This is an optimization exercise on Yosys and OpenROAD, whose aim is small area and a short achievable clock period, not a production implementation.
Function was checked by simulation only, so behaviour that the tests miss may differ from the original.

==> exp/sierra: inputs <==
Design ntt4point, start of the top module:
module ntt4point(
    input clk, rst,
    input [15:0] in0, in1, in2, in3,
    output [15:0] out0, out1, out2, out3
);
Settings: LEC_CHECK=0, ABC_AREA=1, CAP_MARGIN=20, CORE_MARGIN=2, CORE_UTILIZATION=60, SLEW_MARGIN=20; clock period 65.0 ns.
standard.sh (not shown) runs the stock make flow with config.mk's settings and CLKGATE_MAP_FILE= SYNTH_SCRIPT=/design/flow/synth_recipe.tcl, a recipe that flattens the netlist after the stock synthesis.
==> flow/flow/run.sh <==
#!/bin/bash
set -euo pipefail
bash standard.sh ADDER_MAP_FILE= BUFFER_PORTS_ARGS="-buffer_cell sky130_fd_sc_hd__buf_1" finish > flow_make.log 2>&1
==> exp/harbor: changes against exp/sierra <==
==> flow/flow/run.sh (replaced) <==
#!/bin/bash
set -euo pipefail
bash standard.sh ADDER_MAP_FILE= BUFFER_PORTS_ARGS="-buffer_cell sky130_fd_sc_hd__buf_2" finish > flow_make.log 2>&1
Settings changed: CORE_UTILIZATION 60 to 40.
==> run summary <==
|  | exp/harbor | exp/sierra |
|---|---|---|
| Status | timing/DRC/antenna clean | timing/DRC/antenna clean |
| Capturing element of the worst setup path | out1[10] | out1[3] |
| Clock period minus final worst setup slack | 20.84 ns | 21.05 ns |
| Average wire per cell in the routed design | 10.57 µm | 10.49 µm |
| First-pass GRT wire length | 62290 µm | 59600 µm |
| Initial core utilization | 40.81% | 61.40% |
| Final weighted congestion in routability-driven placement | 0.8852 | 0.9051 |
| Met1 global-route usage | 23.73% | 35.75% |
| FMAX | 47.99 MHz | 47.51 MHz |
| DRC marker count from the first detailed-route iteration | 614 | 816 |
| Tap cell count | 468 | 324 |
| Vias per cell | 4.615 | 4.872 |
| Wire length after detailed routing | 36230 µm | 34400 µm |
| Remaining max-slew budget at the tightest pin | 47.78% | 41.44% |
| Antenna violations before repair | 9 | 0 |
| Cell area after layout | 15970 µm² | 15650 µm² |
| Worst hold path stage count | 4 | 5 |

========
==> inputs of v29 <==
ntt4point again, from the RTL that the note above started with.
## ntt4point
module ntt4point(
    input clk, rst,
    input [15:0] in0, in1, in2, in3,
    output [15:0] out0, out1, out2, out3
);
==> flow/config.mk <==
export PLATFORM = sky130hd
export DESIGN_NAME = ntt4point
export DESIGN_NICKNAME = ntt4point
export VERILOG_FILES = /design/flow/design.v
export SDC_FILE = /design/flow/constraint.sdc
export NUM_CORES = 4
export LEC_CHECK = 0
export ABC_AREA = 1
export CAP_MARGIN = 20
export CORE_MARGIN = 2
export CORE_UTILIZATION = 40
export SLEW_MARGIN = 20
==> flow/constraint.sdc <==
create_clock -name core_clock -period 65.0 [get_ports {clk}]
set_input_delay 13.0000 -clock core_clock [delete_from_list [all_inputs] [get_ports {clk}]]
set_output_delay 13.0000 -clock core_clock [all_outputs]
set_load 0.01 [all_outputs]
==> flow/flow/run.sh <==
#!/bin/bash
set -euo pipefail
bash standard.sh ADDER_MAP_FILE= finish > flow_make.log 2>&1
==> v16 (differences from v29) <==
==> flow/flow/run.sh (replaced) <==
#!/bin/bash
set -euo pipefail
bash standard.sh ADDER_MAP_FILE= BUFFER_PORTS_ARGS="-buffer_cell sky130_fd_sc_hd__buf_1" finish > flow_make.log 2>&1
Settings changed: CORE_UTILIZATION 40 to 75.
==> reports/qor.yml <==
outcome:
  outcome: "finished clean"
critical_path:
  cp-startpoint: "rd[3]"
  endpoint: "out1[3]"
  cp_slowest_stage_delay_ns: 0.49
timing:
  hold-worst-slack_ns: 13.19
  layout_worst_path_cycle_share_pct: 32.5
floorplan:
  die-width_um: 145
finish:
  drive_above_1_share_pct: 11.3
detailed_routing:
  wl_per_cell_um: 11.3
  vias: 16800
global_routing:
  grt_use_total_pct: 33.4
  grt_pass1_wl_mm: 62.1
worst_hold_path:
  hold_depth: 5
placed_design:
  place_hpwl_mm: 31.4
[end of results for v16]
==> reports/qor.yml <==
timing:
  hold-worst-slack_ns: 13.45
  final.setup.tns_ns: 0
  layout_worst_path_cycle_share_pct: 32.9
  tightest_slew_ns: 0.712
critical_path:
  endpoint: "out1[10]"
  path_class: "reg2out"
  cp-startpoint: "rd[1]"
detailed_routing:
  wl_per_cell_um: 10.8
  vias: 15800
worst_hold_path:
  hold_depth: 4
floorplan:
  die-width_um: 197
finish:
  drive_above_1_share_pct: 11.2
outcome:
  outcome: "finished clean"
placed_design:
  place_hpwl_mm: 32.9
global_routing:
  grt_pass1_wl_mm: 63.0
[end of results for v29]

[separate check: timing with driven ports]
The flow's constraints put no driver on any port. The routed layouts listed below were extracted and timed again, unchanged, in two steps. Step 1 (the two cells are an assumption about what drives the block):
set clk [get_ports {clk}]
set_driving_cell -lib_cell sky130_fd_sc_hd__clkbuf_16 $clk
set_driving_cell -lib_cell sky130_fd_sc_hd__buf_2 [delete_from_list [all_inputs] $clk]
Step 2 also shifts input and output timing later by t, the mid clock arrival at the registers, as if the neighbouring blocks saw the same clock. Three values: ideal ports, drivers, drivers and shift; two values: the first two.
| run | t (ns) | setup WS [ns] | worst slew at a driven data input, ns | cell pins on the clock port's net |
|---|---|---|---|---|
| exp/sierra | 0.337 | 43.951 / 43.908 / 44.245 | 0.07 | 1 |
| exp/harbor | 0.344 | 44.162 / 44.117 / 44.460 | 0.11 | 1 |
| v29 | 0.354 | 43.637 / 43.591 / 43.945 | 0.04 | 1 |
| v16 | 0.329 | 43.906 / 43.866 / 44.195 | 0.07 | 1 |
After both steps setup and hold are still met in every run listed.
